Source: an optimization exercise on an open RTL-to-GDS flow (aim: small area, a short achievable clock period and few clock cycles). Production flows keep margins and buffers that such runs may drop.
RTL that was checked went through simulation tests only; none was proved equivalent to the original.
Only the layout flow was run in runs 3 to 6; the RTL was not checked for function there.
No activity file was given, so power comes from the tool's default toggle rates.

[flow/design.v]
module processor (
    input         clk,
    input         rst,
    output [15:0] imem_addr,
    input  [15:0] imem_rdata,
    output [15:0] dmem_addr,
    input  [15:0] dmem_rdata,
    output [15:0] dmem_wdata,
    output        dmem_we
);
    reg  [15:0] rf [0:15];
    reg  [15:0] pc;         
    reg  [15:0] ir;
    reg         dv;         
    reg  [3:0]  ra_a;       
    reg  [3:0]  rb_a;       
    reg         br2;        
    wire [3:0] nop = imem_rdata[15:12];
    wire       n_mem = (nop == 4'h1) | (nop == 4'h2);
    wire       n_ra  = (nop == 4'h4) | (nop == 4'h5) | (nop == 4'h8) |
                       (nop == 4'hB) | (nop == 4'hC) | (nop == 4'hF);
    wire [3:0] n_ra_a = n_mem ? {2'b10, imem_rdata[9:8]} :
                        n_ra  ? imem_rdata[7:4] : imem_rdata[11:8];
    wire [3:0] n_rb_a = (nop == 4'h2) ? {2'b11, imem_rdata[11:10]} : imem_rdata[3:0];
    reg  [15:0] opa, opb;
    reg         e_cin;
    reg  [1:0]  e_sel;      
    reg  [3:0]  e_sham;
    reg         e_shl, e_fill;
    reg         e_wen, e_ld, e_st;
    reg  [3:0]  e_wd;
    reg  [15:0] maddr;
    wire [15:0] sum   = opa + opb + {15'b0, e_cin};
    wire [15:0] lor   = opa | opb;
    wire [15:0] lnand = ~(opa & opb);
    wire [15:0] sh1 = e_sham[0] ? {e_fill, opa[15:1]} : opa;
    wire [15:0] sh2 = e_sham[1] ? {{2{e_fill}}, sh1[15:2]} : sh1;
    wire [15:0] sh4 = e_sham[2] ? {{4{e_fill}}, sh2[15:4]} : sh2;
    wire [15:0] sh8 = e_sham[3] ? {{8{e_fill}}, sh4[15:8]} : sh4;
    wire [15:0] sh8_rev;
    genvar gi;
    generate for (gi = 0; gi < 16; gi = gi + 1) begin : g_rev
        assign sh8_rev[gi] = sh8[15 - gi];
    end endgenerate
    wire [15:0] shres = e_shl ? sh8_rev : sh8;
    reg  [15:0] alu;
    always @(*) begin
        case (e_sel)
            2'd0: alu = sum;
            2'd1: alu = lor;
            2'd2: alu = lnand;
            default: alu = shres;
        endcase
    end
    wire [15:0] wdata = e_ld ? dmem_rdata : alu;
    always @(posedge clk)
        if (e_wen) rf[e_wd] <= wdata;
    wire [3:0] op = ir[15:12];
    wire [3:0] fd = ir[11:8];
    wire [3:0] fa = ir[7:4];
    wire       dval = dv & ~br2;
    wire [15:0] ra = rf[ra_a];
    wire [15:0] rb = rf[rb_a];
    wire        hza = e_wen & (e_wd == ra_a);
    wire        hzb = e_wen & (e_wd == rb_a);
    wire [15:0] fwa = hza ? wdata : ra;
    wire [15:0] fwb = hzb ? wdata : rb;
    wire d_mem = (op == 4'h1) | (op == 4'h2);
    wire d_br  = (op == 4'h4) | (op == 4'h5);
    wire d_jmp = (op == 4'h3);
    wire d_rr  = (op == 4'h8) | (op == 4'hB) | (op == 4'hC) | (op == 4'hF);
    wire d_zx  = (op == 4'hA) | (op == 4'hE);
    wire d_sub = (op == 4'hC) | (op == 4'hD) | (op == 4'hE);
    wire d_alu = (op == 4'h0) | (op[3] | (op[2] & op[1]));
    wire d_shl = (ir[1:0] == 2'b01);
    wire d_sha = (ir[1:0] == 2'b11);
    wire stall = dval & e_wen & ((d_mem & (e_wd == ra_a)) |
                                 (d_br & ((e_wd == ra_a) | (e_wd == rb_a))));
    wire go    = dval & ~stall;
    wire taken = go & d_br & ((ra == rb) ^ op[0]);
    wire jump  = go & d_jmp;
    wire [15:0] sx8 = {{8{ir[7]}}, ir[7:0]};
    wire [15:0] imm = d_zx ? {8'h00, ir[7:0]} : sx8;
    wire [15:0] bsrc = (d_rr | (op == 4'h2)) ? fwb : imm;
    wire [15:0] fwa_rev;
    generate for (gi = 0; gi < 16; gi = gi + 1) begin : g_rev2
        assign fwa_rev[gi] = fwa[15 - gi];
    end endgenerate
    wire [15:0] pc_next = pc + (jump ? {{4{ir[11]}}, ir[11:0]} : 16'd2);
    always @(posedge clk) begin
        opa    <= (op == 4'h0 && d_shl) ? fwa_rev : fwa;
        opb    <= d_sub ? ~bsrc : bsrc;
        e_cin  <= d_sub;
        e_sel  <= (op == 4'h0) ? 2'd3 :
                  ((op == 4'h6) | (op == 4'hF)) ? 2'd1 :
                  ((op == 4'h7) | (op == 4'hB)) ? 2'd2 : 2'd0;
        e_sham <= fa;
        e_shl  <= d_shl;
        e_fill <= d_sha & fwa[15];
        e_ld   <= (op == 4'h1);
        e_wd   <= (op == 4'h1) ? {2'b11, fd[3:2]} : fd;
        maddr  <= ra + {sx8[14:0], 1'b0};
        if (rst) begin
            pc    <= 16'h0000;
            dv    <= 1'b0;
            br2   <= 1'b0;
            e_wen <= 1'b0;
            e_st  <= 1'b0;
        end else begin
            e_wen <= go & (d_alu | (op == 4'h1));
            e_st  <= go & (op == 4'h2);
            br2   <= taken;
            if (br2) begin
                pc <= ra;
                dv <= 1'b0;
            end else if (!stall) begin
                pc   <= pc_next;
                ir   <= imem_rdata;
                dv   <= ~(taken | jump);
                ra_a <= taken ? fd : n_ra_a;
                rb_a <= n_rb_a;
            end
        end
    end
    assign imem_addr  = pc;
    assign dmem_addr  = maddr;
    assign dmem_wdata = opb;
    assign dmem_we    = e_st;
endmodule
[flow/constraint.sdc]
create_clock -name core_clock -period 11.0 [get_ports {clk}]
set_input_delay 2.2000 -clock core_clock [delete_from_list [all_inputs] [get_ports {clk}]]
set_output_delay 2.2000 -clock core_clock [all_outputs]
set_load 0.01 [all_outputs]
[flow/config.mk]
export PLATFORM = sky130hd
export DESIGN_NAME = processor
export DESIGN_NICKNAME = processor
export VERILOG_FILES = /design/flow/design.v
export SDC_FILE = /design/flow/constraint.sdc
export NUM_CORES = 4
export LEC_CHECK = 0
export CAP_MARGIN = 20
export CORE_MARGIN = 2
export CORE_UTILIZATION = 40
export SLEW_MARGIN = 20
[flow/run.sh]
#!/bin/bash
# synth_recipe.tcl (not shown) runs the flow's synth.tcl, then flattens the netlist and writes it again
# the make line also repeats each setting of config.mk as NAME=value (left out here)
make -C /OpenROAD-flow-scripts/flow DESIGN_CONFIG=/design/flow/config.mk WORK_HOME=/design/flow/orfs CLKGATE_MAP_FILE= SYNTH_SCRIPT=/design/flow/synth_recipe.tcl finish
==> results of run 1 <==
[flip-flops by register name (all words and copies together), names as in the netlist, 2 cells and up, named ones only]
name,flops
e_sel,2
e_sham,4
e_wd,4
ir,16
maddr,16
opa,16
opb,16
pc,16
ra_a,4
rb_a,4
rf,256
[cells in the final DEF, fill, tap and decap left out, types with 45 or more instances in the layout]
cell type,count
mux2i_1,50
inv_1,64
nand2_1,104
o21ai_0,57
edfxtp_1,280
a22oi_1,56
a21oi_1,45
clkdlybuf4s50_1,82
buf_4,46
ha_1,57
nor2_1,73
mux4_2,156
dfxtp_1,84
[per-layer routing]
layer / up-vias / wire, um / track usage [%]
met5: - / 0 / 0
met4: 0 / 1880 / 7.79
met3: 110 / 4700 / 4.20
met2: 575 / 27400 / 37.2
met1: 6733 / 22900 / 29.0
li1: 5957 / - / -
[logic make-up after synthesis]
| kind of cell | after synthesis |
|---|---|
| and+or+nand+nor | 337 |
| muxes | 235 |
| AOI/OAI and AO/OA | 265 |
| buffers and inverters | 151 |
| DFF | 366 |
| adders and majority gates | 61 |
| xor gates and xnor gates | 70 |
[report_power, final]
group / total [mW] / internal, mW / switching, mW / leakage, nW
clock: 1.34 / 0.784 / 0.554 / 0.654
sequential: 1.88 / 1.77 / 0.104 / 3.25
combinational: 1.32 / 0.539 / 0.782 / 4.08
total: 4.54 / 3.09 / 1.44 / 7.99
[worst reg2reg max path, cell delays in order, from the launching register on]
cell,delay (ps)
edfxtp_1,330
buf_4,560
xor2_1,140
nor4_1,560
a21o_1,290
a2111oi_4,160
and2_1,200
ha_1,210
fa_1,430
a21o_1,180
a21oi_1,220
nor2b_1,70
o21a_1,180
o41a_1,360
nand4_1,110
and4b_1,250
mux2i_1,230
nor3_1,60
a2111oi_0,420
[area by class of cell]
type / instances / area [um2] / area share [%]
flip-flops and latches: 366 / 10100 / 44.2
well taps: 664 / 831 / 3.62
multi-input cells: 968 / 9250 / 40.3
inverters: 65 / 244 / 1.06
repair buffers: 128 / 1170 / 5.08
clock buffers: 57 / 1190 / 5.18
clock inverters: 17 / 138 / 0.600
[worst max path at each step]
stage / startpoint / to / slack, ps / depth (start not counted)
after global placement: rb_a[0] / pc[14] / 5870 / 17
after global routing: rb_a[0] / pc[14] / 5430 / 18
after CTS: rb_a[0] / pc[14] / 5700 / 17
after detailed placement: rb_a[0] / pc[14] / 5740 / 17
final: rb_a[0] / pc[14] / 5880 / 18
after floorplan: rst / flip-flop / 6250 / 2
[stage by stage]
| stage | cells | total power, mW | cell area, um2 |
|---|---|---|---|
| detailed placement | 2191 | 3.21 | 21600 |
| finish | 2265 | 4.54 | 22900 |
| global route | 2265 | 4.73 | 22900 |
| global placement | 2191 | 3.19 | 21600 |
| floorplan | 1485 | 2.68 | 19900 |
| CTS | 2265 | 4.55 | 22900 |
==> results.sh, run 1 <==
export IMPL_clock_latency_ps=580
export IMPL_period_share_pct=46.5
export IMPL_rows=81
export IMPL_gp_congestion=0.926
export IMPL_ys_seq_area_share_pct=51.0
export IMPL_r2r_end="pc[14]"
export IMPL_synth_main_ff_cell="edfxtp_1"
export IMPL_slew_headroom_pct=29.1
export IMPL_cts_buffers=41
export IMPL_setup_viol=0
export IMPL_crit_slowest_cell="buf_4"
export IMPL_rsz0062_at_grt="false"
export IMPL_final_hold_viol_count=0
export IMPL_fin_tns_setup_ps=0
export IMPL_clkTransAtPathRegs_ps=60
export IMPL_crit_path_start_kind="flip-flop"
export IMPL_synthMuxAreaShare_pct=21.8
export IMPL_start_util_pct=40.6
export IMPL_worstRegToRegCells=18
export IMPL_synth_compound_area_share_pct=8.87
export IMPL_post_cts_setup_buffers=0
export IMPL_worst_path_largest_cell_delay_ps=560
export IMPL_min_delay_start="pc[4]"
export IMPL_r2r_start="rb_a[0]"
export IMPL_min_to="pc[4]"
export IMPL_grt_max_degree=42
export IMPL_wl_per_cell_um=25.1
export IMPL_ys_warnings_count=1
export IMPL_synth_edf_count=280
export IMPL_fin_crit_ps=5120
export IMPL_async_flop_share_pct=0
export IMPL_synth_xor_area_share_pct=3.09
export IMPL_drive_gt1_share_pct=21.0
export IMPL_first_iter_violations=1314
export IMPL_slew_violations=0
export IMPL_vias=13400
export IMPL_synth_adder_area_share_pct=3.99
export IMPL_die_h_um=227
export IMPL_worst_slew_pin_slew_ps=1060
export IMPL_track_usage_pct=22.2
export IMPL_die_area_um2=51500
export IMPL_crit_chain="buf_4 > xor2_1 > nor4_1 > a21o_1 > a2111oi_4 > and2_1 > ha_1 > fa_1 > a21o_1 > a21oi_1 > nor2b_1 > o21a_1 > o41a_1 > nand4_1 > and4b_1 > mux2i_1 > nor3_1 > a2111oi_0"
export IMPL_synth_top_family_by_area="multiplexers"
export IMPL_hold_depth=2
export IMPL_clock_fmax_mhz=195
export IMPL_leakagePower_nw=7.99
export IMPL_antenna_found_initial=0
export IMPL_endpoint_kind="flip-flop"
export IMPL_diodes=0
export IMPL_whs_ps=523
export IMPL_crit_required_ps=11420
export IMPL_viasPerCell=5.91
export IMPL_yosysMostFrequentCell="edfxtp_1"
export IMPL_drc=0
export IMPL_overflow=0
export IMPL_cpLargestDelayFamily="compound AO/OA/AOI/OAI gates"
export IMPL_fill_cells=4333
export IMPL_yosysTopAreaCell="edfxtp_1"
export IMPL_layout_nets=1665
export IMPL_maxCapViolCount=0
export IMPL_r2r_setup_slack_ps=5880
export IMPL_outcome="timing/DRC/antenna clean"
export IMPL_grt_pass1_vias=13100
export IMPL_cp_arrival_ps=5540
export IMPL_io_buffers=82
export IMPL_synth_top_area_share_pct=42.3
export IMPL_coreArea_um2=49000
export IMPL_synth_cell_types=72
export IMPL_die_w_um=227
export IMPL_cts_max_level=2
export IMPL_cts_root_buf="clkbuf_16"
export IMPL_drtAntennaViolNets=0
export IMPL_num_io_pins=83
export IMPL_p_per_area_nw_per_um2=198
export IMPL_fin_util_pct=46.9
export IMPL_layout_area_overhead_vs_synth_pct=15.5
export IMPL_path_common_cell="a21o_1"
export IMPL_netlist_top_cells_count="edfxtp_1 (280), mux4_2 (156), nand2_1 (104)"
export IMPL_hpwl_um=38800
export IMPL_synthSimpleGateAreaFrac_pct=8.22
export IMPL_synth_nets=1580
export IMPL_cp_max_fo=35
export IMPL_clk_path_buf_depth=3
export IMPL_critPathBufInv=1
export IMPL_synth_area_um2=19900
export IMPL_cts_tree="done"
export IMPL_dp_worst_setup_slack_ps=5740
export IMPL_syn_inst=1485
export IMPL_cts_sinks=366
export IMPL_syn_area_per_cell_um2=13.4
export IMPL_grt_pass1_wl_um=83100
export IMPL_finClkSkew_ps=15.5
export IMPL_worst_slack_ps=5880
export IMPL_crit_type="reg2reg"
export IMPL_ys_seq_elements=366
export IMPL_cts_resized=0
export IMPL_synthTopCellsByArea="edfxtp_1 (42%), mux4_2 (18%), dfxtp_1 (8.7%), ha_1 (3.6%), mux2i_1 (2.5%)"
export IMPL_hold_buffers=0
export IMPL_dr_pass1_iters=5
export IMPL_holdCritPathClass="reg2reg"
export IMPL_routed_wl_um=56800
export IMPL_peakVddDrop_mv=0.101
Testbench counts, summed over its fixed seeds: cycles 35,302.
==> run 2, diff against run 1 <==
--- a/flow/config.mk
+++ b/flow/config.mk
@@ -9,3 +9,4 @@
 export CORE_MARGIN = 2
 export CORE_UTILIZATION = 40
+export SETUP_SLACK_MARGIN = 5
 export SLEW_MARGIN = 20
==> run 2 against run 1 <==
Sequential share of layout area did not move. Clock-buffer cell count unchanged. Synthesized cell count is the same. Critical path type unchanged.
==> results.sh, run 2 <==
export IMPL_outcome="timing/DRC/antenna clean"
export IMPL_viasPerCell=5.91
export IMPL_rsz0062_at_grt="false"
export IMPL_synthTopCellsByArea="edfxtp_1 (42%), mux4_2 (18%), dfxtp_1 (8.7%), ha_1 (3.6%), mux2i_1 (2.5%)"
export IMPL_fill_cells=4333
export IMPL_grt_pass1_wl_um=83100
export IMPL_crit_chain="buf_4 > xor2_1 > nor4_1 > a21o_1 > a2111oi_4 > and2_1 > ha_1 > fa_1 > a21o_1 > a21oi_1 > nor2b_1 > o21a_1 > o41a_1 > nand4_1 > and4b_1 > mux2i_1 > nor3_1 > a2111oi_0"
export IMPL_r2r_setup_slack_ps=5880
export IMPL_rows=81
export IMPL_first_iter_violations=1314
export IMPL_critPathBufInv=1
export IMPL_endpoint_kind="flip-flop"
export IMPL_routed_wl_um=56800
export IMPL_netlist_top_cells_count="edfxtp_1 (280), mux4_2 (156), nand2_1 (104)"
export IMPL_r2r_end="pc[14]"
export IMPL_min_delay_start="pc[4]"
export IMPL_final_cell_mix="edfxtp_1 (280), mux4_2 (156), nand2_1 (104)"
export IMPL_final_common_cell="edfxtp_1"
export IMPL_yosysMostFrequentCell="edfxtp_1"
export IMPL_ys_seq_elements=366
export IMPL_dr_pass1_iters=5
export IMPL_drtAntennaViolNets=0
export IMPL_cts_buffers=41
export IMPL_start_util_pct=40.6
export IMPL_finClkSkew_ps=15.5
export IMPL_crit_path_start_kind="flip-flop"
export IMPL_worst_path_largest_cell_delay_ps=560
export IMPL_cts_resized=0
export IMPL_cts_sinks=366
export IMPL_peakVddDrop_mv=0.101
export IMPL_cts_root_buf="clkbuf_16"
export IMPL_final_hold_viol_count=0
export IMPL_vias=13400
export IMPL_worst_slew_pin_slew_ps=1060
export IMPL_syn_inst=1485
export IMPL_largest_register_ffs=256
export IMPL_fin_cells=2265
export IMPL_slew_violations=0
export IMPL_synth_area_um2=19900
export IMPL_cts_tree="done"
export IMPL_fin_crit_ps=5120
export IMPL_fin_tns_setup_ps=0
export IMPL_crit_slowest_cell="buf_4"
export IMPL_stdcell_area_um2=22900
export IMPL_slew_headroom_pct=29.1
export IMPL_hold_buffers=0
export IMPL_drive_gt1_share_pct=21.0
export IMPL_cp_max_fo=35
export IMPL_grt_pass1_vias=13100
export IMPL_cp_arrival_ps=5540
export IMPL_clkTransAtPathRegs_ps=60
export IMPL_syn_area_per_cell_um2=13.4
export IMPL_holdCritPathClass="reg2reg"
export IMPL_path_common_cell="a21o_1"
export IMPL_track_usage_pct=22.2
export IMPL_die_w_um=227
export IMPL_diodes=0
export IMPL_setup_viol=0
export IMPL_num_io_pins=83
export IMPL_ys_warnings_count=1
export IMPL_yosysTopAreaCell="edfxtp_1"
export IMPL_synth_top_area_share_pct=42.3
export IMPL_clock_latency_ps=580
export IMPL_wl_per_cell_um=25.1
export IMPL_gp_congestion=0.926
export IMPL_maxCapViolCount=0
export IMPL_leakagePower_nw=7.99
export IMPL_placed_area_um2=21600
export IMPL_synth_cell_types=72
export IMPL_die_area_um2=51500
export IMPL_hpwl_um=38800
export IMPL_min_to="pc[4]"
export IMPL_synth_nets=1580
export IMPL_die_h_um=227
export IMPL_overflow=0
export IMPL_async_flop_share_pct=0
export IMPL_p_per_area_nw_per_um2=198
export IMPL_clk_path_buf_depth=3
export IMPL_coreArea_um2=49000
export IMPL_cts_max_level=2
export IMPL_clock_fmax_mhz=195
export IMPL_period_share_pct=46.5
export IMPL_layout_area_overhead_vs_synth_pct=15.5
export IMPL_top_register="rf"
export IMPL_crit_type="reg2reg"
export IMPL_layout_nets=1665
export IMPL_ys_seq_area_share_pct=51.0
export IMPL_antenna_found_initial=0
export IMPL_cpLargestDelayFamily="compound AO/OA/AOI/OAI gates"
export IMPL_grt_max_degree=42
export IMPL_hold_depth=2
export IMPL_placed_cells=2191
export IMPL_io_buffers=82
export IMPL_whs_ps=523
export IMPL_synth_main_ff_cell="edfxtp_1"
export IMPL_post_cts_setup_buffers=0
export IMPL_synth_edf_count=280
export IMPL_r2r_start="rb_a[0]"
export IMPL_crit_required_ps=11420
export IMPL_drc=0
export IMPL_total_power_mw=4.54
export IMPL_worstRegToRegCells=18
[run 2: final cells by class]
| class | count | area, um2 | area share, % |
|---|---|---|---|
| sequential | 366 | 10100 | 44.2 |
| tap | 664 | 831 | 3.62 |
| multi-input combinational | 968 | 9250 | 40.3 |
| clock inverter | 17 | 138 | 0.600 |
| inverter | 65 | 244 | 1.06 |
| timing repair buffer | 128 | 1170 | 5.08 |
| clock buffer | 57 | 1190 | 5.18 |
[run 2: kinds of logic after synthesis]
| group | synth area share (%) |
|---|---|
| AOI/OAI and AO/OA | 8.87 |
| xor gates and xnor gates | 3.09 |
| adders and majority gates | 3.99 |
| buffers and inverters | 3.00 |
| DFF | 51.0 |
| muxes | 21.8 |
| and+or+nand+nor | 8.22 |
[run 2: report_power, final]
group          switching, mW  internal (mW)
clock network          0.554          0.784
logic                  0.782          0.539
registers              0.104           1.77
total                   1.44           3.09
[run 2: worst max path at each step]
stage | cells past startpoint | start | to | slack, ps
after floorplan | 2 | rst | flip-flop | 6250
final | 18 | rb_a[0] | pc[14] | 5880
after detailed placement | 17 | rb_a[0] | pc[14] | 5740
after global placement | 17 | rb_a[0] | pc[14] | 5870
after CTS | 17 | rb_a[0] | pc[14] | 5700
after global routing | 18 | rb_a[0] | pc[14] | 5430
[run 2: routing by layer]
layer / GRT usage [%] / part of all wire [%] / vias up
met5: 0 / 0 / -
met4: 7.79 / 3.3 / 0
met3: 4.20 / 8.3 / 110
met2: 37.2 / 48 / 575
met1: 29.0 / 40 / 6733
li1: - / - / 5957
[run 2: worst register-to-register path: cells and delay by family (launching register included)]
kind / cells / cell delay [ps]
AO/OA/AOI/OAI: 7 / 1810
XOR/XNOR: 1 / 140
adder cells (fa/ha/maj): 2 / 640
buffers and inverters: 1 / 560
flip-flops: 1 / 330
multiplexers: 1 / 230
AND/OR/NAND/NOR: 6 / 1250
[run 2: through the flow]
step	util [%]	setup WS, ps
6_report	46.9	5880
3_5_place_dp	44.1	5740
2_1_floorplan	-	6250
4_1_cts	46.9	5700
3_3_place_gp	44.1	5870
5_1_grt	46.9	5430
==> run 3, diff against run 2 <==
--- a/flow/design.v
+++ b/flow/design.v
@@ -16,10 +16,10 @@
     reg  [3:0]  rb_a;       
     reg         br2;        
+    reg         hz;         
     wire [3:0] nop = imem_rdata[15:12];
     wire       n_mem = (nop == 4'h1) | (nop == 4'h2);
     wire       n_ra  = (nop == 4'h4) | (nop == 4'h5) | (nop == 4'h8) |
                        (nop == 4'hB) | (nop == 4'hC) | (nop == 4'hF);
-    wire [3:0] n_ra_a = n_mem ? {2'b10, imem_rdata[9:8]} :
-                        n_ra  ? imem_rdata[7:4] : imem_rdata[11:8];
+    wire [3:0] n_ra_a = n_ra ? imem_rdata[7:4] : imem_rdata[11:8];
     wire [3:0] n_rb_a = (nop == 4'h2) ? {2'b11, imem_rdata[11:10]} : imem_rdata[3:0];
     reg  [15:0] opa, opb;
@@ -75,9 +75,23 @@
     wire d_shl = (ir[1:0] == 2'b01);
     wire d_sha = (ir[1:0] == 2'b11);
-    wire stall = dval & e_wen & ((d_mem & (e_wd == ra_a)) |
-                                 (d_br & ((e_wd == ra_a) | (e_wd == rb_a))));
-    wire go    = dval & ~stall;
+    wire stall = dval & hz;
+    wire go    = dval & ~hz;
     wire taken = go & d_br & ((ra == rb) ^ op[0]);
-    wire jump  = go & d_jmp;
+    wire jump  = dval & d_jmp;
+    wire       d_wen = d_alu | (op == 4'h1);
+    wire [3:0] d_wd  = (op == 4'h1) ? {2'b11, fd[3:2]} : fd;
+    wire       n_hz  = go & d_wen &
+                       ((n_mem & (d_wd[3:2] == 2'b10) & (imem_rdata[9:8] == d_wd[1:0])) |
+                        ((nop == 4'h4 || nop == 4'h5) &
+                         ((imem_rdata[7:4] == d_wd) | (imem_rdata[3:0] == d_wd))));
+    reg [15:0] base;
+    always @(*) begin
+        case (fd[1:0])
+            2'd0: base = rf[8];
+            2'd1: base = rf[9];
+            2'd2: base = rf[10];
+            default: base = rf[11];
+        endcase
+    end
     wire [15:0] sx8 = {{8{ir[7]}}, ir[7:0]};
     wire [15:0] imm = d_zx ? {8'h00, ir[7:0]} : sx8;
@@ -99,20 +113,23 @@
         e_fill <= d_sha & fwa[15];
         e_ld   <= (op == 4'h1);
-        e_wd   <= (op == 4'h1) ? {2'b11, fd[3:2]} : fd;
-        maddr  <= ra + {sx8[14:0], 1'b0};
+        e_wd   <= d_wd;
+        maddr  <= base + {sx8[14:0], 1'b0};
         if (rst) begin
             pc    <= 16'h0000;
             dv    <= 1'b0;
             br2   <= 1'b0;
+            hz    <= 1'b0;
             e_wen <= 1'b0;
             e_st  <= 1'b0;
         end else begin
-            e_wen <= go & (d_alu | (op == 4'h1));
+            e_wen <= go & d_wen;
             e_st  <= go & (op == 4'h2);
             br2   <= taken;
+            hz    <= 1'b0;
             if (br2) begin
                 pc <= ra;
                 dv <= 1'b0;
             end else if (!stall) begin
+                hz   <= n_hz;
                 pc   <= pc_next;
                 ir   <= imem_rdata;
==> flow/flow/run.sh (new file) <==
#!/bin/bash
# Standard ORFS layout (the standard.sh), with repair_timing asked for
# a larger setup margin so that it shortens the critical paths further.
set -euo pipefail
echo "export SETUP_SLACK_MARGIN = 7.7" >> config.mk
bash standard.sh finish > standard_flow.log 2>&1 || { tail -50 standard_flow.log; exit 1; }
tail -5 standard_flow.log
==> flow/standard.sh (new file) <==
#!/bin/bash
# synth_recipe.tcl (not shown) runs the flow's synth.tcl, then flattens the netlist and writes it again
# the make line also repeats each setting of config.mk as NAME=value (left out here)
make -C /OpenROAD-flow-scripts/flow DESIGN_CONFIG=/design/flow/config.mk WORK_HOME=/design/flow/orfs CLKGATE_MAP_FILE= SYNTH_SCRIPT=/design/flow/synth_recipe.tcl "${@:-finish}"
--- a/flow/config.mk
+++ b/flow/config.mk
@@ -9,4 +9,4 @@
 export CORE_MARGIN = 2
 export CORE_UTILIZATION = 40
-export SETUP_SLACK_MARGIN = 5
 export SLEW_MARGIN = 20
+export SETUP_SLACK_MARGIN = 7.7
removed: flow/run.sh
==> run 3 against run 2 <==
Global-route usage up 2.5 points. Sequential cell count grew 1. Area after synthesis increased by 4.7%. Largest cell class is now multi-input gates. Die area grew 4.6%. Maximum frequency is 39% higher. Routed wire length is 19% higher. Non-clock buffer count up 101. Clock-buffer cell count decreased by 1. Synthesized cell count grew 8.4%. Sequential share of layout area down 4.2 points. Sequential power decreased by 4%.
==> results.sh, run 3 <==
export IMPL_largest_register_ffs=256
export IMPL_slew_violations=0
export IMPL_fin_util_pct=49.7
export IMPL_synth_main_ff_cell="edfxtp_1"
export IMPL_layout_area_overhead_vs_synth_pct=22.8
export IMPL_antenna_found_initial=0
export IMPL_finClkSkew_ps=12.3
export IMPL_placed_area_um2=22400
export IMPL_synth_nets=1708
export IMPL_drive_gt1_share_pct=33.6
export IMPL_crit_required_ps=11460
export IMPL_synth_area_um2=20800
export IMPL_final_cell_mix="edfxtp_1 (280), mux4_2 (145), buf_4 (109)"
export IMPL_period_share_pct=33.5
export IMPL_routed_wl_um=67800
export IMPL_hold_buffers=0
export IMPL_worstRegToRegCells=11
export IMPL_rsz0062_at_grt="true"
export IMPL_coreArea_um2=51400
export IMPL_synth_xor_area_share_pct=2.95
export IMPL_ys_warnings_count=1
export IMPL_ys_seq_elements=367
export IMPL_top_register="rf"
export IMPL_cts_root_buf="clkbuf_16"
export IMPL_clkTransAtPathRegs_ps=60
export IMPL_stdcell_area_um2=25600
export IMPL_syn_inst=1609
export IMPL_synthMuxAreaShare_pct=22.2
export IMPL_die_area_um2=53800
export IMPL_die_w_um=232
export IMPL_clock_latency_ps=570
export IMPL_layout_nets=1887
export IMPL_fill_cells=4468
export IMPL_hold_depth=2
export IMPL_p_per_area_nw_per_um2=178
export IMPL_fin_tns_setup_ps=0
export IMPL_setup_viol=0
export IMPL_cts_tree="done"
export IMPL_worst_slack_ps=7310
export IMPL_io_buffers=82
export IMPL_slew_headroom_pct=22.9
export IMPL_diodes=0
export IMPL_cts_sinks=367
export IMPL_crit_chain="buf_4 > bufbuf_16 > mux4_2 > a22oi_1 > o21a_1 > xor2_1 > nand4_1 > nor3_2 > mux2_4 > mux2_4 > mux2_2"
export IMPL_cts_max_level=2
export IMPL_final_hold_viol_count=0
export IMPL_total_power_mw=4.56
export IMPL_syn_area_per_cell_um2=12.9
export IMPL_vias=15200
export IMPL_fin_crit_ps=3690
export IMPL_crit_type="reg2reg"
export IMPL_grt_pass1_wl_um=98400
export IMPL_viasPerCell=6.09
export IMPL_dp_worst_setup_slack_ps=6150
export IMPL_drc=0
export IMPL_leakagePower_nw=9.47
export IMPL_synth_adder_area_share_pct=4.05
export IMPL_crit_path_start_kind="flip-flop"
export IMPL_cp_depth=11
export IMPL_synth_top_area_share_pct=40.4
export IMPL_async_flop_share_pct=0
export IMPL_wl_per_cell_um=27.1
export IMPL_rows=83
export IMPL_path_common_cell="mux2_4"
export IMPL_endpoint_kind="flip-flop"
export IMPL_maxCapViolCount=0
export IMPL_clock_fmax_mhz=271
export IMPL_holdCritPathClass="reg2reg"
export IMPL_synth_compound_area_share_pct=10.5
export IMPL_worst_slew_pin_slew_ps=1150
export IMPL_drtAntennaViolNets=0
export IMPL_overflow=0
export IMPL_cp_max_fo=11
export IMPL_cts_buffers=41
export IMPL_num_io_pins=83
export IMPL_cp_arrival_ps=4150
export IMPL_gp_congestion=0.916
export IMPL_die_h_um=232
export IMPL_synth_edf_count=280
export IMPL_grt_pass1_vias=15100
export IMPL_yosysMostFrequentCell="edfxtp_1"
export IMPL_final_seq_area_um2=10200
export IMPL_outcome="timing/DRC/antenna clean"
export IMPL_synth_cell_types=83
export IMPL_clk_path_buf_depth=3
export IMPL_grt_max_degree=35
export IMPL_cpLargestDelayFamily="multiplexers"
export IMPL_peakVddDrop_mv=0.107
export IMPL_worst_path_largest_cell_delay_ps=500
export IMPL_synth_top_family_by_area="multiplexers"
export IMPL_start_util_pct=40.5
export IMPL_multi_input_area_um2=10500
export IMPL_final_common_cell="edfxtp_1"
export IMPL_critPathBufInv=2
export IMPL_crit_slowest_cell="mux4_2"
export IMPL_hpwl_um=43800
export IMPL_synthTopCellsByArea="edfxtp_1 (40%), mux4_2 (16%), dfxtp_1 (8.4%), mux2i_1 (4.8%), ha_1 (3.7%)"
export IMPL_yosysTopAreaCell="edfxtp_1"
export IMPL_track_usage_pct=24.8
export IMPL_ys_seq_area_share_pct=48.8
export IMPL_synthSimpleGateAreaFrac_pct=7.67
export IMPL_first_iter_violations=1662
export IMPL_dr_pass1_iters=5
export IMPL_netlist_top_cells_count="edfxtp_1 (280), mux4_2 (144), nor2_1 (104)"
## run 3: cell types whose count changed after synthesis, moves of 8 or more
cell,delta
nor3_1,+11
nor2_1,+18
o21a_1,+12
mux2_2,-8
mux4_2,-12
a221oi_1,+23
mux2i_1,+50
buf_2,-9
a21oi_1,+17
buf_6,+8
buf_4,+8
inv_1,+15
nand2_1,-9
a22oi_1,-17
## run 3: logic make-up after synthesis
| family | after synthesis |
|---|---|
| flops | 367 |
| buf+inv | 176 |
| simple gates | 339 |
| compound gates | 320 |
| mux | 272 |
| xor+xnor | 70 |
| fa+ha+maj | 65 |
## run 3: through the flow
step | hold WS (ps) | std cells
final | 467 | 2500
after global routing | 482 | 2500
after CTS | 465 | 2473
after detailed placement | 469 | 2322
after global placement | 475 | 2322
after floorplan | 390 | 1609
## run 3: path summary, 6_finish.rpt
kind | from | endpoint | slack, ps
hold / removal | pc[2] | pc[2] | 470
setup / recovery | flip-flop | flip-flop | 7310
setup reg to reg | flip-flop | flip-flop | 7310
hold reg to reg | pc[2] | pc[2] | 470
## run 3: repair_timing
action | CTS | global route
hold endpoints to repair | 0 | 0
cloned | 9 | 4
pin swaps | 31 | 47
gates resized for setup | 353 | 90
endpoints found under the setup margin | 271 | 116
buffers inserted | 67 | 23
## run 3: cell type report
class                           instances  share of cell area, %
Clock inverter                         19                  0.906
Multi-Input combinational cell       1066                   41.1
Tap cell                              680                   3.33
Clock buffer                           56                   4.60
Timing Repair inverter                  2                 0.0588
Sequential cell                       367                   40.0
Inverter                               81                   1.25
Timing Repair Buffer                  229                   8.78
## run 3: metal layers
metal	global-route usage, %	share of wire (%)	up-vias
met5	0	0	-
li1	-	-	6632
met1	32.2	40	7738
met4	8.49	3.3	0
met3	4.10	7.6	147
met2	42.0	49	702
## run 3: tightest hold or removal path, stage by stage (launching register included)
cell and delay [ps]:
dfxtp_2 330, nand2_1 50, a21oi_1 50
## run 3: power by group
part / leakage, nW / total [mW] / switching (mW) / internal (mW)
clock network: 0.685 / 1.44 / 0.576 / 0.868
logic: 5.52 / 1.31 / 0.768 / 0.544
registers: 3.27 / 1.80 / 0.0767 / 1.73
==> run 4, diff against run 3 <==
==> flow/flow/run.sh (replaced) <==
#!/bin/bash
# Standard ORFS layout (the standard.sh), with repair_timing asked for
# a larger setup margin so that it shortens the critical paths further.
set -euo pipefail
echo "export SETUP_SLACK_MARGIN = 7.0" >> config.mk
bash standard.sh finish > standard_flow.log 2>&1 || { tail -50 standard_flow.log; exit 1; }
tail -5 standard_flow.log
--- a/flow/config.mk
+++ b/flow/config.mk
@@ -10,3 +10,3 @@
 export CORE_UTILIZATION = 40
 export SLEW_MARGIN = 20
-export SETUP_SLACK_MARGIN = 7.7
+export SETUP_SLACK_MARGIN = 7.0
==> run 4 against run 3 <==
Design area is 4.9% lower. Largest cell class is now sequential cells. Critical path depth up 1. Largest power group unchanged. Maximum frequency shrank 6.5%. Worst hold slack improved by 26 ps. Critical path type unchanged. Clock skew grew 22 ps. Sequential share of layout area up 1.8 points. Clock-buffer cell count shrank 5. Clock power hardly changed. Register-to-register slack worse by 260 ps. Synthesized cell count did not move. Die area unchanged.
==> results.sh, run 4 <==
export IMPL_outcome="timing/DRC/antenna clean"
export IMPL_stdcell_area_um2=24300
export IMPL_drc=0
export IMPL_cts_tree="done"
export IMPL_synthSimpleGateAreaFrac_pct=7.67
export IMPL_maxCapViolCount=0
export IMPL_min_to="pc[2]"
export IMPL_num_io_pins=83
export IMPL_synthTopCellsByArea="edfxtp_1 (40%), mux4_2 (16%), dfxtp_1 (8.4%), mux2i_1 (4.8%), ha_1 (3.7%)"
export IMPL_worstRegToRegCells=12
export IMPL_hold_buffers=0
export IMPL_final_cell_mix="edfxtp_1 (280), mux4_2 (144), mux2i_1 (100)"
export IMPL_dr_pass1_iters=7
export IMPL_final_hold_viol_count=0
export IMPL_track_usage_pct=23.8
export IMPL_endpoint_kind="flip-flop"
export IMPL_crit_path_start_kind="flip-flop"
export IMPL_r2r_setup_slack_ps=7050
export IMPL_leakagePower_nw=8.76
export IMPL_hpwl_um=43500
export IMPL_setup_viol=0
export IMPL_wl_per_cell_um=26.6
export IMPL_clock_latency_ps=580
export IMPL_slew_headroom_pct=36.2
export IMPL_cp_max_fo=17
export IMPL_ys_seq_area_share_pct=48.8
export IMPL_drtAntennaViolNets=0
export IMPL_rows=83
export IMPL_grt_max_degree=49
export IMPL_holdCritPathClass="reg2reg"
export IMPL_syn_area_per_cell_um2=12.9
export IMPL_vias=14700
export IMPL_clkTransAtPathRegs_ps=60
export IMPL_start_util_pct=40.5
export IMPL_synth_cell_types=83
export IMPL_cts_root_buf="clkbuf_16"
export IMPL_synth_edf_count=280
export IMPL_cts_buffers=40
export IMPL_crit_required_ps=11460
export IMPL_clock_fmax_mhz=253
export IMPL_async_flop_share_pct=0
export IMPL_slew_violations=0
export IMPL_io_buffers=82
export IMPL_yosysMostFrequentCell="edfxtp_1"
export IMPL_min_delay_start="pc[2]"
export IMPL_synth_top_family_by_area="multiplexers"
export IMPL_cts_max_level=2
export IMPL_peakVddDrop_mv=0.0948
export IMPL_crit_type="reg2reg"
export IMPL_synth_nets=1708
export IMPL_hold_depth=2
export IMPL_fin_cells=2417
export IMPL_ys_warnings_count=1
export IMPL_p_per_area_nw_per_um2=182
export IMPL_period_share_pct=35.9
export IMPL_first_iter_violations=1495
export IMPL_clk_path_buf_depth=3
export IMPL_synth_xor_area_share_pct=2.95
export IMPL_grt_pass1_wl_um=94400
export IMPL_total_power_mw=4.41
export IMPL_layout_area_overhead_vs_synth_pct=16.9
export IMPL_rsz0062_at_grt="true"
export IMPL_synth_main_ff_cell="edfxtp_1"
export IMPL_synth_top_area_share_pct=40.4
export IMPL_die_h_um=232
export IMPL_synthMuxAreaShare_pct=22.2
export IMPL_crit_path_start="rb_a[0]"
export IMPL_placed_area_um2=22300
export IMPL_fin_crit_ps=3950
export IMPL_synth_area_um2=20800
export IMPL_die_w_um=232
export IMPL_overflow=0
export IMPL_gp_congestion=0.882
export IMPL_worst_slew_pin_slew_ps=946
export IMPL_ys_seq_elements=367
export IMPL_yosysTopAreaCell="edfxtp_1"
export IMPL_top_register="rf"
export IMPL_fin_tns_setup_ps=0
export IMPL_cp_arrival_ps=4410
export IMPL_syn_inst=1609
export IMPL_coreArea_um2=51400
export IMPL_die_area_um2=53800
export IMPL_synth_adder_area_share_pct=4.05
export IMPL_placed_cells=2315
export IMPL_finClkSkew_ps=34.6
export IMPL_final_common_cell="edfxtp_1"
export IMPL_synth_compound_area_share_pct=10.5
export IMPL_layout_nets=1803
export IMPL_largest_register_ffs=256
export IMPL_routed_wl_um=64300
export IMPL_drive_gt1_share_pct=21.0
export IMPL_r2r_start="rb_a[0]"
export IMPL_viasPerCell=6.09
export IMPL_antenna_found_initial=0
export IMPL_netlist_top_cells_count="edfxtp_1 (280), mux4_2 (144), nor2_1 (104)"
export IMPL_cts_sinks=367
export IMPL_grt_pass1_vias=14500
-- run 4: cell counts after synthesis --
No cell type changed its count.
-- run 4: report_power, final --
part	internal, mW	leakage (nW)	switching (mW)
Combinational	0.470	4.83	0.713
Clock	0.849	0.672	0.571
Sequential	1.72	3.26	0.0853
-- run 4: final cells by class --
cell class	count	area, um2
inverters	81	313
fillers	4509	27100
flip-flops and latches	367	10200
diodes	1	2.50
well taps	680	851
multi-input cells	1066	10000
clock inverters	23	251
repair buffers	148	1580
clock buffers	51	1130
-- run 4: logic make-up (layout without fill, tap and decap cells) --
logic type	Yosys count	count (layout)
and+or+nand+nor	339	339
xor gates and xnor gates	70	70
buffers and inverters	176	303
other	0	1
adders and majority gates	65	65
muxes	272	272
AOI/OAI and AO/OA	320	320
DFF	367	367
-- run 4: repair_timing --
item / in CTS / in global routing
endpoints found under the hold margin: 0 / 0
resized for setup: 34 / 25
endpoints found under the setup margin: 89 / 67
cloned: 5 / 0
setup buffers: 14 / 8
pin swaps: 1 / 5
-- run 4: routing by layer --
metal,share of wire (%),GRT usage [%],vias up
li1,-,-,6463
met1,41,31.4,7405
met2,49,39.8,710
met3,7.7,3.90,130
met4,3.2,7.79,0
met5,0,0,-
-- run 4: worst max-delay path by stage --
stage,cells after the start,to
2_1_floorplan,3,flip-flop
3_3_place_gp,11,flip-flop
3_5_place_dp,11,flip-flop
6_report,12,flip-flop
4_1_cts,12,rf[14][10]
5_1_grt,15,pc[15]
-- run 4: metrics by stage --
stage                     worst slack, ps  utilization [%]  hold slack, ps
after global routing                 6920             47.3             524
final                                7050             47.3             493
after global placement               5890             43.4             476
after CTS                            7000             47.0             491
after detailed placement             5860             43.5             482
after floorplan                      7220                -             390
-- run 4: worst max-delay path: stages (launching register included) --
cell and delay, ps:
edfxtp_1 410, buf_4 130, buf_4 130, bufbuf_16 330, mux4_2 530, a22oi_1 170, o21ai_0 370, xor2_1 290
nand4_1 180, nor3_2 300, mux2_4 390, mux2_4 320, mux2_2 270
==> run 5, diff against run 4 <==
--- a/flow/design.v
+++ b/flow/design.v
@@ -29,4 +29,6 @@
     reg         e_shl, e_fill;
     reg         e_wen, e_ld, e_st;
+    reg         e_br, e_bne;    
+    reg  [3:0]  e_brd;          
     reg  [3:0]  e_wd;
     reg  [15:0] maddr;
@@ -75,14 +77,12 @@
     wire d_shl = (ir[1:0] == 2'b01);
     wire d_sha = (ir[1:0] == 2'b11);
+    wire taken = e_br & ((opa == opb) ^ e_bne);
     wire stall = dval & hz;
-    wire go    = dval & ~hz;
-    wire taken = go & d_br & ((ra == rb) ^ op[0]);
-    wire jump  = dval & d_jmp;
+    wire go    = dval & ~hz & ~taken;
+    wire jump  = dval & d_jmp & ~taken;
     wire       d_wen = d_alu | (op == 4'h1);
     wire [3:0] d_wd  = (op == 4'h1) ? {2'b11, fd[3:2]} : fd;
     wire       n_hz  = go & d_wen &
-                       ((n_mem & (d_wd[3:2] == 2'b10) & (imem_rdata[9:8] == d_wd[1:0])) |
-                        ((nop == 4'h4 || nop == 4'h5) &
-                         ((imem_rdata[7:4] == d_wd) | (imem_rdata[3:0] == d_wd))));
+                       n_mem & (d_wd[3:2] == 2'b10) & (imem_rdata[9:8] == d_wd[1:0]);
     reg [15:0] base;
     always @(*) begin
@@ -96,5 +96,5 @@
     wire [15:0] sx8 = {{8{ir[7]}}, ir[7:0]};
     wire [15:0] imm = d_zx ? {8'h00, ir[7:0]} : sx8;
-    wire [15:0] bsrc = (d_rr | (op == 4'h2)) ? fwb : imm;
+    wire [15:0] bsrc = (d_rr | d_br | (op == 4'h2)) ? fwb : imm;
     wire [15:0] fwa_rev;
     generate for (gi = 0; gi < 16; gi = gi + 1) begin : g_rev2
@@ -114,4 +114,6 @@
         e_ld   <= (op == 4'h1);
         e_wd   <= d_wd;
+        e_bne  <= op[0];
+        e_brd  <= fd;
         maddr  <= base + {sx8[14:0], 1'b0};
         if (rst) begin
@@ -122,5 +124,7 @@
             e_wen <= 1'b0;
             e_st  <= 1'b0;
+            e_br  <= 1'b0;
         end else begin
+            e_br  <= go & d_br;
             e_wen <= go & d_wen;
             e_st  <= go & (op == 4'h2);
@@ -130,10 +134,10 @@
                 pc <= ra;
                 dv <= 1'b0;
-            end else if (!stall) begin
+            end else if (!stall | taken) begin
                 hz   <= n_hz;
                 pc   <= pc_next;
                 ir   <= imem_rdata;
                 dv   <= ~(taken | jump);
-                ra_a <= taken ? fd : n_ra_a;
+                ra_a <= taken ? e_brd : n_ra_a;
                 rb_a <= n_rb_a;
             end
==> flow/flow/run.sh (replaced) <==
#!/bin/bash
# Standard ORFS layout (the standard.sh), with repair_timing asked for
# a larger setup margin so that it shortens the critical paths further.
set -euo pipefail
echo "export SETUP_SLACK_MARGIN = 7.7" >> config.mk
bash standard.sh finish > standard_flow.log 2>&1 || { tail -50 standard_flow.log; exit 1; }
tail -5 standard_flow.log
--- a/flow/config.mk
+++ b/flow/config.mk
@@ -10,3 +10,3 @@
 export CORE_UTILIZATION = 40
 export SLEW_MARGIN = 20
-export SETUP_SLACK_MARGIN = 7.0
+export SETUP_SLACK_MARGIN = 7.7
==> run 5 against run 4 <==
Sequential share of layout area is 0.64 points higher. Die area is 1.7% lower. Still clean on timing, DRC and antenna. Maximum frequency is 2.7% lower. Largest power group unchanged. Clock skew down 10 ps. Routed wire length grew 0.35%. Clock-buffer cell count rose by 7. Area after synthesis fell by 1.7%. Clock power fell by 7%.
==> results.sh, run 5 <==
export IMPL_outcome="timing/DRC/antenna clean"
export IMPL_antenna_found_initial=0
export IMPL_worst_slew_pin_slew_ps=1050
export IMPL_io_buffers=82
export IMPL_fin_crit_ps=4060
export IMPL_overflow=0
export IMPL_clkTransAtPathRegs_ps=70
export IMPL_synthTopCellsByArea="edfxtp_1 (41%), mux4_2 (20%), dfxtp_1 (9.1%), ha_1 (3.5%), mux2i_1 (3.0%)"
export IMPL_track_usage_pct=24.1
export IMPL_largest_register_ffs=256
export IMPL_slew_headroom_pct=29.8
export IMPL_syn_area_per_cell_um2=14.0
export IMPL_synth_cell_types=75
export IMPL_first_iter_violations=1119
export IMPL_async_flop_share_pct=0
export IMPL_clock_fmax_mhz=247
export IMPL_routed_wl_um=64500
export IMPL_layout_nets=1680
export IMPL_start_util_pct=40.7
export IMPL_leakagePower_nw=8.67
export IMPL_die_w_um=230
export IMPL_syn_inst=1457
export IMPL_holdCritPathClass="reg2reg"
export IMPL_total_power_mw=4.49
export IMPL_synth_nets=1552
export IMPL_p_per_area_nw_per_um2=183
export IMPL_vias=13800
export IMPL_ys_seq_elements=373
export IMPL_synth_main_ff_cell="edfxtp_1"
export IMPL_worst_slack_ps=6940
export IMPL_coreArea_um2=50300
export IMPL_fin_tns_setup_ps=0
export IMPL_cts_buffers=40
export IMPL_synth_area_um2=20400
export IMPL_netlist_top_cells_count="edfxtp_1 (280), mux4_2 (184), nor2_1 (103)"
export IMPL_gp_congestion=0.922
export IMPL_grt_max_degree=66
export IMPL_final_common_cell="edfxtp_1"
export IMPL_ys_warnings_count=1
export IMPL_cts_root_buf="clkbuf_16"
export IMPL_viasPerCell=6.04
export IMPL_cp_arrival_ps=4460
export IMPL_grt_pass1_wl_um=93500
export IMPL_clk_path_buf_depth=3
export IMPL_crit_path_start_kind="flip-flop"
export IMPL_wl_per_cell_um=28.2
export IMPL_dp_worst_setup_slack_ps=6150
export IMPL_die_area_um2=52900
export IMPL_top_register="rf"
export IMPL_endpoint_kind="flip-flop"
export IMPL_cp_max_fo=7
export IMPL_synth_edf_count=280
export IMPL_diodes=0
export IMPL_num_io_pins=83
export IMPL_final_hold_viol_count=0
export IMPL_period_share_pct=36.9
export IMPL_crit_type="reg2reg"
export IMPL_yosysMostFrequentCell="edfxtp_1"
export IMPL_slew_violations=0
export IMPL_finClkSkew_ps=24.4
export IMPL_clock_latency_ps=550
export IMPL_die_h_um=230
export IMPL_dr_pass1_iters=5
export IMPL_layout_area_overhead_vs_synth_pct=19.9
export IMPL_final_cell_mix="edfxtp_1 (280), mux4_2 (184), nor2_1 (88)"
export IMPL_rsz0062_at_grt="true"
export IMPL_final_seq_area_um2=10400
export IMPL_fill_cells=4359
export IMPL_maxCapViolCount=0
export IMPL_crit_required_ps=11400
export IMPL_rows=82
export IMPL_yosysTopAreaCell="edfxtp_1"
export IMPL_hold_buffers=0
export IMPL_cts_sinks=373
export IMPL_cts_tree="done"
export IMPL_setup_viol=0
export IMPL_ys_seq_area_share_pct=50.2
export IMPL_hpwl_um=43000
export IMPL_drive_gt1_share_pct=37.0
export IMPL_peakVddDrop_mv=0.0943
export IMPL_multi_input_area_um2=10300
export IMPL_drtAntennaViolNets=0
export IMPL_grt_pass1_vias=13900
export IMPL_drc=0
export IMPL_cts_max_level=2
export IMPL_synth_top_area_share_pct=41.1
==> run 5: report_power, final <==
group	internal (mW)	switching, mW
logic	0.557	0.774
clock network	0.768	0.554
registers	1.75	0.0846
total	3.07	1.41
==> run 5: worst paths after layout <==
kind | cells after the start | slack [ps] | from | end
max | 18 | 6940 | opa[12] | pc[14]
min | 2 | 500 | pc[2] | pc[2]
max reg2reg | 18 | 6940 | opa[12] | pc[14]
min reg2reg | 2 | 500 | pc[2] | pc[2]
==> run 5: per-layer routing <==
layer  global-route usage (%)  routed length (um)
met1                     30.1               24700
met2                     41.6               32300
met3                     3.30                4170
met4                     11.1                3420
met5                        0                   0
==> run 5: timing repair <==
item,CTS,global route
resized for setup,343,62
setup endpoints to repair,363,206
pin swaps,36,29
cloned,1,0
buffers inserted,42,16
==> run 5: final cells by class <==
type | count | area share, %
inverter | 61 | 1.01
timing repair buffer | 177 | 5.97
clock buffer | 58 | 4.79
timing repair inverter | 1 | 0.0306
sequential | 373 | 42.4
clock inverter | 13 | 0.424
tap | 672 | 3.43
multi-input combinational | 931 | 41.9
==> run 5: kinds of logic after synthesis <==
logic type,Yosys count,synth area share [%]
AOI/OAI and AO/OA,241,7.76
muxes,271,25.3
xor gates and xnor gates,48,2.06
adders and majority gates,61,3.88
and+or+nand+nor,310,7.47
buffers and inverters,153,3.31
DFF,373,50.2
==> run 5: metrics by stage <==
| step | hold slack [ps] | area [um2] | cells | utilization, % |
|---|---|---|---|---|
| final | 502 | 24500 | 2286 | 48.7 |
| after global routing | 533 | 24500 | 2286 | 48.7 |
| after CTS | 503 | 24200 | 2270 | 48.2 |
| after detailed placement | 515 | 22100 | 2156 | 44.1 |
| after global placement | 506 | 22100 | 2156 | 44.1 |
| after floorplan | 346 | 20600 | 1457 | - |
==> run 5: critical path, stage by stage (launching register included) <==
cell and delay, ps:
dfxtp_4 380, inv_4 40, ha_4 220, nor4_4 340, nand4_1 220, xnor2_2 300
a21oi_4 140, and2_4 170, ha_4 150, fa_2 340, a21o_1 200, nand4_1 110
a31oi_2 120, and4_4 200, a2111oi_4 270, mux2i_1 270, o21ai_1 90, a222oi_1 250
nor2_1 80
==> run 6, diff against run 5 <==
==> flow/flow/run.sh (replaced) <==
#!/bin/bash
# Standard ORFS layout (the standard.sh), with repair_timing asked for
# a larger setup margin so that it shortens the critical paths further.
set -euo pipefail
echo "export SETUP_SLACK_MARGIN = 8.0" >> config.mk
bash standard.sh finish > standard_flow.log 2>&1 || { tail -50 standard_flow.log; exit 1; }
tail -5 standard_flow.log
--- a/flow/config.mk
+++ b/flow/config.mk
@@ -10,3 +10,3 @@
 export CORE_UTILIZATION = 40
 export SLEW_MARGIN = 20
-export SETUP_SLACK_MARGIN = 7.7
+export SETUP_SLACK_MARGIN = 8.0
==> run 6 against run 5 <==
Still clean on timing, DRC and antenna. Sequential cell count is the same. Routed wire length grew 1.4%. Utilization grew 3.2 points. Worst hold slack gained 30 ps. Clock-buffer cell count shrank 3. Clock skew shrank 1.3 ps. Non-clock buffer count grew 82. Critical path depth grew 1. Sequential power is essentially flat. Critical endpoint unchanged. Largest cell class is now multi-input gates. Highest routed layer unchanged.
==> results.sh, run 6 <==
export IMPL_outcome="timing/DRC/antenna clean"
export IMPL_cp_arrival_ps=4580
export IMPL_crit_path_end="pc[14]"
export IMPL_r2r_setup_slack_ps=6830
export IMPL_hold_buffers=0
export IMPL_placed_area_um2=22300
export IMPL_grt_pass1_wl_um=93900
export IMPL_synth_main_ff_cell="edfxtp_1"
export IMPL_die_h_um=230
export IMPL_critPathBufInv=3
export IMPL_io_buffers=82
export IMPL_whs_ps=532
export IMPL_final_hold_viol_count=0
export IMPL_netlist_top_cells_count="edfxtp_1 (280), mux4_2 (184), nor2_1 (103)"
export IMPL_rsz0062_at_grt="true"
export IMPL_coreArea_um2=50300
export IMPL_crit_slowest_cell="nor4_4"
export IMPL_synth_area_um2=20400
export IMPL_fin_tns_setup_ps=0
export IMPL_antenna_found_initial=0
export IMPL_dr_pass1_iters=7
export IMPL_start_util_pct=40.7
export IMPL_layout_area_overhead_vs_synth_pct=27.7
export IMPL_gp_congestion=0.886
export IMPL_synth_top_area_share_pct=41.1
export IMPL_dp_worst_setup_slack_ps=6110
export IMPL_first_iter_violations=1390
export IMPL_ys_seq_elements=373
export IMPL_p_per_area_nw_per_um2=184
export IMPL_fin_util_pct=51.9
export IMPL_wl_per_cell_um=27.6
export IMPL_comb_power_share_pct=35.1
export IMPL_p_seq_share_pct=38.0
export IMPL_leakagePower_nw=9.29
export IMPL_fill_cells=4173
export IMPL_grt_max_degree=47
export IMPL_p_int_mw=3.29
export IMPL_syn_area_per_cell_um2=14.0
export IMPL_vias=14200
export IMPL_diodes=0
export IMPL_synthTopCellsByArea="edfxtp_1 (41%), mux4_2 (20%), dfxtp_1 (9.1%), ha_1 (3.5%), mux2i_1 (3.0%)"
export IMPL_worstRegToRegCells=19
export IMPL_worst_path_largest_cell_delay_ps=370
export IMPL_synth_nets=1552
export IMPL_maxCapViolCount=0
export IMPL_hold_depth=1
export IMPL_crit_chain="inv_2 > ha_4 > nor4_4 > nand4_1 > xnor2_2 > a21oi_4 > buf_4 > buf_4 > and2_4 > ha_4 > and3_1 > a21oi_2 > a31oi_4 > and4_4 > a2111oi_4 > mux2i_1 > o21ai_1 > a222oi_1 > nor2_1"
export IMPL_yosysTopAreaCell="edfxtp_1"
export IMPL_die_w_um=230
export IMPL_syn_inst=1457
export IMPL_final_cell_mix="edfxtp_1 (280), mux4_2 (184), buf_4 (130)"
export IMPL_ys_warnings_count=1
export IMPL_peakVddDrop_mv=0.0941
export IMPL_fin_cells=2371
export IMPL_placed_cells=2159
export IMPL_track_usage_pct=24.2
export IMPL_clkTransAtPathRegs_ps=60
export IMPL_synth_edf_count=280
export IMPL_cpLargestDelayFamily="simple AND/OR/NAND/NOR gates"
export IMPL_r2r_start="opb[13]"
export IMPL_r2r_end="pc[14]"
export IMPL_worst_slack_ps=6830
export IMPL_p_sw_mw=1.51
export IMPL_cts_buffers=40
export IMPL_crit_required_ps=11410
export IMPL_crit_type="reg2reg"
export IMPL_clock_latency_ps=550
export IMPL_power_frac_clock_pct=26.9
export IMPL_viasPerCell=6.00
export IMPL_finClkSkew_ps=23.1
export IMPL_layout_nets=1765
export IMPL_final_common_cell="edfxtp_1"
export IMPL_grt_pass1_vias=14200
export IMPL_clk_path_buf_depth=3
export IMPL_yosysMostFrequentCell="edfxtp_1"
export IMPL_crit_path_start_kind="flip-flop"
export IMPL_cts_root_buf="clkbuf_16"
export IMPL_drive_gt1_share_pct=45.0
export IMPL_cts_max_level=2
export IMPL_cp_max_fo=4
export IMPL_cts_sinks=373
export IMPL_cp_depth=19
export IMPL_hpwl_um=42400
export IMPL_drtAntennaViolNets=0
export IMPL_async_flop_share_pct=0
export IMPL_slew_violations=0
export IMPL_largest_register_ffs=256
export IMPL_crit_path_start="opb[13]"
export IMPL_worst_slew_pin_slew_ps=967
export IMPL_num_io_pins=83
export IMPL_synth_cell_types=75
export IMPL_fin_crit_ps=4170
export IMPL_clock_fmax_mhz=240
export IMPL_cts_tree="done"
export IMPL_stdcell_area_um2=26100
export IMPL_overflow=0
export IMPL_total_power_mw=4.80
export IMPL_ys_seq_area_share_pct=50.2
export IMPL_top_register="rf"
export IMPL_setup_viol=0
export IMPL_period_share_pct=37.9
export IMPL_slew_headroom_pct=35.2
export IMPL_rows=82
export IMPL_endpoint_kind="flip-flop"
export IMPL_holdCritPathClass="reg2reg"
export IMPL_die_area_um2=52900
export IMPL_switching_share_pct=31.5
export IMPL_routed_wl_um=65500
export IMPL_drc=0
## run 6: changes by cell type in the layout (fill, tap and decap cells not counted), moves of 8 or more
cell and delta:
o21ai_0 -17, a21oi_1 -14, mux2i_1 -11, buf_4 +47
dfxtp_1 -8, a21oi_2 +14, buf_2 -21, clkdlybuf4s15_2 -10
mux2i_2 +8, buf_6 +58
## run 6: cells by family after synthesis
kind of cell	after synthesis	synth area share (%)
mux	271	25.3
simple gates	310	7.47
buf+inv	153	3.31
flops	373	50.2
fa+ha+maj	61	3.88
compound gates	241	7.76
xor+xnor	48	2.06
## run 6: repair_timing
action | in CTS | in global routing
cloned | 5 | 2
setup endpoints to repair | 372 | 295
hold endpoints to repair | 0 | 0
setup buffers | 91 | 43
pin swaps | 65 | 62
resized for setup | 489 | 138
## run 6: final cells by class
cell class / count / area, um2 / share of cell area, %
multi-input combinational: 933 / 10800 / 41.5
tap: 672 / 841 / 3.22
timing repair buffer: 259 / 2520 / 9.64
sequential: 373 / 10400 / 39.9
timing repair inverter: 2 / 12.5 / 0.0479
clock inverter: 16 / 150 / 0.575
clock buffer: 55 / 1090 / 4.17
inverter: 61 / 269 / 1.03
## run 6: power by group through the flow
stage	Clock [mW]	Combinational, mW	Sequential [mW]
floorplan	0	0.725	1.82
global placement	0	1.10	1.85
detailed placement	0	1.10	1.85
CTS	1.32	1.49	1.82
global route	1.37	1.77	1.83
finish	1.29	1.68	1.82
## run 6: per-layer routing
metal  up-vias  global-route usage [%]  share of wire [%]
li1       6179                       -                  -
met1      7290                    29.8                 38
met2       616                    42.1                 50
met3       151                    3.40                6.4
met4         0                    11.1                5.2
met5         -                       0                  0
## run 6: worst min-delay path by stage
stage             from         to  slack (ps)
6_report       ra_a[3]  flip-flop         530
5_1_grt        ra_a[2]  flip-flop         550
4_1_cts        ra_a[2]  flip-flop         530
3_5_place_dp      e_br         dv         480
3_3_place_gp      e_br         dv         500
2_1_floorplan    ir[9]   e_brd[1]         350
==> run 7, diff against run 6 <==
--- a/flow/design.v
+++ b/flow/design.v
@@ -30,5 +30,4 @@
     reg         e_wen, e_ld, e_st;
     reg         e_br, e_bne;    
-    reg  [3:0]  e_brd;          
     reg  [3:0]  e_wd;
     reg  [15:0] maddr;
@@ -80,5 +79,5 @@
     wire stall = dval & hz;
     wire go    = dval & ~hz & ~taken;
-    wire jump  = dval & d_jmp & ~taken;
+    wire jump  = dval & d_jmp;    
     wire       d_wen = d_alu | (op == 4'h1);
     wire [3:0] d_wd  = (op == 4'h1) ? {2'b11, fd[3:2]} : fd;
@@ -115,5 +114,4 @@
         e_wd   <= d_wd;
         e_bne  <= op[0];
-        e_brd  <= fd;
         maddr  <= base + {sx8[14:0], 1'b0};
         if (rst) begin
@@ -134,11 +132,19 @@
                 pc <= ra;
                 dv <= 1'b0;
-            end else if (!stall | taken) begin
-                hz   <= n_hz;
-                pc   <= pc_next;
-                ir   <= imem_rdata;
-                dv   <= ~(taken | jump);
-                ra_a <= taken ? e_brd : n_ra_a;
-                rb_a <= n_rb_a;
+            end else begin
+                if (!stall) begin
+                    hz   <= n_hz;
+                    pc   <= pc_next;
+                    ir   <= imem_rdata;
+                    rb_a <= n_rb_a;
+                end
+                if (taken) begin
+                    hz   <= 1'b0;
+                    dv   <= 1'b0;
+                    ra_a <= e_wd;
+                end else if (!stall) begin
+                    dv   <= ~jump;
+                    ra_a <= n_ra_a;
+                end
             end
         end
==> run 7 against run 6 <==
Sequential cell count fell by 4. Sequential power hardly changed. Critical path depth down 18. Combinational power fell by 16%. Register-to-register slack improved by 970 ps. Critical endpoint is now dmem_wdata[11].
==> results.sh, run 7 <==
export IMPL_outcome="timing/DRC/antenna clean"
export IMPL_first_iter_violations=1342
export IMPL_worst_slew_pin_slew_ps=1010
export IMPL_clk_path_buf_depth=3
export IMPL_clkTransAtPathRegs_ps=60
export IMPL_p_per_area_nw_per_um2=184
export IMPL_total_power_mw=4.70
export IMPL_yosysTopAreaCell="edfxtp_1"
export IMPL_cts_tree="done"
export IMPL_start_util_pct=40.6
export IMPL_fin_tns_setup_ps=0
export IMPL_syn_inst=1477
export IMPL_ys_warnings_count=1
export IMPL_final_cell_mix="edfxtp_1 (280), mux4_2 (195), buf_4 (119)"
export IMPL_synth_top_area_share_pct=41.1
export IMPL_fin_util_pct=50.6
export IMPL_cts_buffers=41
export IMPL_crit_type="reg2out"
export IMPL_rsz0062_at_grt="true"
export IMPL_crit_required_ps=8800
export IMPL_cts_sinks=369
export IMPL_crit_slowest_cell="dfxtp_4"
export IMPL_synth_cell_types=72
export IMPL_period_share_pct=29.7
export IMPL_hold_buffers=0
export IMPL_fill_cells=4246
export IMPL_synth_edf_count=280
export IMPL_die_w_um=230
export IMPL_leakagePower_nw=9.10
export IMPL_routed_wl_um=63200
export IMPL_die_area_um2=53000
export IMPL_grt_pass1_vias=14100
export IMPL_synth_area_um2=20500
export IMPL_crit_chain="buf_6"
export IMPL_vias=14200
export IMPL_grt_pass1_wl_um=93100
export IMPL_diodes=0
export IMPL_ys_seq_area_share_pct=49.8
export IMPL_ys_seq_elements=369
export IMPL_synthTopCellsByArea="edfxtp_1 (41%), mux4_2 (21%), dfxtp_1 (8.7%), ha_1 (3.7%), mux2i_1 (1.9%)"
export IMPL_holdCritPathClass="reg2reg"
export IMPL_finClkSkew_ps=20.3
export IMPL_cts_max_level=2
export IMPL_setup_viol=0
export IMPL_layout_area_overhead_vs_synth_pct=24.5
export IMPL_wl_per_cell_um=26.8
export IMPL_syn_area_per_cell_um2=13.9
export IMPL_rows=82
export IMPL_dr_pass1_iters=6
export IMPL_antenna_found_initial=0
export IMPL_synth_nets=1576
export IMPL_gp_congestion=0.939
export IMPL_num_io_pins=83
export IMPL_final_hold_viol_count=0
export IMPL_netlist_top_cells_count="edfxtp_1 (280), mux4_2 (195), nor2_1 (95)"
export IMPL_viasPerCell=6.01
export IMPL_cpLargestDelayFamily="flip-flops"
export IMPL_cts_root_buf="clkbuf_16"
export IMPL_final_common_cell="edfxtp_1"
export IMPL_drc=0
export IMPL_fin_crit_ps=3270
export IMPL_overflow=0
export IMPL_async_flop_share_pct=0
export IMPL_die_h_um=230
export IMPL_peakVddDrop_mv=0.122
export IMPL_clock_latency_ps=580
export IMPL_layout_nets=1750
export IMPL_critPathBufInv=1
export IMPL_io_buffers=82
export IMPL_worst_path_largest_cell_delay_ps=380
export IMPL_clock_fmax_mhz=306
export IMPL_crit_path_start_kind="flip-flop"
export IMPL_maxCapViolCount=0
export IMPL_grt_max_degree=67
export IMPL_whs_ps=540
export IMPL_drtAntennaViolNets=0
export IMPL_slew_violations=0
export IMPL_top_register="rf"
export IMPL_synth_main_ff_cell="edfxtp_1"
export IMPL_endpoint_kind="output port"
export IMPL_track_usage_pct=23.8
export IMPL_drive_gt1_share_pct=41.0
export IMPL_cp_max_fo=3
export IMPL_cp_arrival_ps=1070
export IMPL_largest_register_ffs=256
export IMPL_coreArea_um2=50400
export IMPL_hpwl_um=42600
export IMPL_yosysMostFrequentCell="edfxtp_1"
export IMPL_slew_headroom_pct=32.8
[run 7: final timing paths]
kind | start | end | slack [ps] | depth (start not counted)
max | opb[11] | dmem_wdata[11] | 7730 | 1
min | ra_a[0] | flip-flop | 540 | 1
max reg2reg | e_sham[0] | opa[1] | 7800 | 9
min reg2reg | ra_a[0] | flip-flop | 540 | 1
[run 7: cells by family after synthesis]
family	after synthesis	synth area share (%)
multiplexers	261	25.0
XOR/XNOR	52	2.22
flip-flops	369	49.8
AND/OR/NAND/NOR	320	7.53
AO/OA/AOI/OAI	254	8.46
adder cells (fa/ha/maj)	65	4.12
buffers and inverters	156	2.95
[run 7: through the flow]
| step | worst slack (ps) | instances | cell area (um2) |
|---|---|---|---|
| 4_1_cts | 7640 | 2324 | 24900 |
| 3_5_place_dp | 6500 | 2178 | 22400 |
| 5_1_grt | 7670 | 2356 | 25500 |
| 3_3_place_gp | 6540 | 2178 | 22400 |
| 6_report | 7730 | 2356 | 25500 |
| 2_1_floorplan | 7650 | 1477 | 20800 |
[run 7: repair_timing]
| action | 4_1_cts | 5_1_grt |
|---|---|---|
| buffers inserted | 68 | 32 |
| endpoints found under the setup margin | 368 | 185 |
| gates cloned | 2 | 0 |
| gates resized for setup | 440 | 83 |
| pin swaps | 31 | 28 |
[run 7: metal layers]
layer  track usage, %  part of all wire, %  vias up
met3             3.50                  6.6      117
met4             8.10                  3.2        0
met1             31.3                   41     7279
li1                 -                    -     6224
met2             40.4                   50      543
met5                0                    0        -
[run 7: where the power goes]
group          switching [mW]  internal (mW)  total [mW]
sequential             0.0912           1.74        1.83
combinational           0.790          0.618        1.41
clock                   0.590          0.877        1.47
total                    1.47           3.23        4.70
[run 7: layout make-up]
class | instances | area [um2] | share of cell area [%]
Multi-Input combinational cell | 953 | 10600 | 41.5
Sequential cell | 369 | 10300 | 40.4
Timing Repair Buffer | 216 | 2030 | 7.98
Clock buffer | 49 | 1120 | 4.39
Tap cell | 672 | 841 | 3.30
Clock inverter | 27 | 330 | 1.30
Inverter | 70 | 269 | 1.05
Testbench counts of run 7, summed over its fixed seeds: cycles 36,361.

## separate check: timing with driven ports
The results above use ideal ports. As a check the final layouts listed here were re-extracted and re-timed, cells and wires unchanged. Step 1: set_driving_cell puts a clkbuf_16 on clk and a buf_2 on each other input, an assumption about the parent block. Step 2 moves the port delays by t, midway between the first and last clock arrival at a register: inputs arrive t later, outputs are due t later. That takes back most of the time a late clock gives input paths. Three values: ideal ports, drivers, drivers and shift; two values: the first two.
| run | t, ns | setup WS [ns] | latest minus earliest clock arrival (ns) | worst register clock-pin slew, ns | worst slew at a driven data input, ns |
|---|---|---|---|---|---|
| run 1 | 0.620 | 5.883 / 5.883 / 5.883 | 0.017 / 0.016 | 0.06 / 0.06 | 0.05 |
| run 2 | 0.620 | 5.883 / 5.883 / 5.883 | 0.017 / 0.016 | 0.06 / 0.06 | 0.05 |
| run 3 | 0.617 | 7.310 / 7.310 / 6.828 | 0.012 / 0.013 | 0.07 / 0.07 | 0.07 |
| run 4 | 0.621 | 7.054 / 7.054 / 6.523 | 0.037 / 0.038 | 0.07 / 0.07 | 0.05 |
| run 5 | 0.595 | 6.944 / 6.944 / 6.944 | 0.025 / 0.025 | 0.07 / 0.07 | 0.05 |
| run 6 | 0.592 | 6.833 / 6.834 / 6.834 | 0.023 / 0.024 | 0.07 / 0.07 | 0.06 |
| run 7 | 0.625 | 7.728 / 7.669 / 7.371 | 0.020 / 0.021 | 0.07 / 0.07 | 0.06 |
After both steps every run listed still meets setup and hold. The setup slack of run 4, which loses most, moves by 0.000 ns with the drivers and by -0.531 ns with both steps.
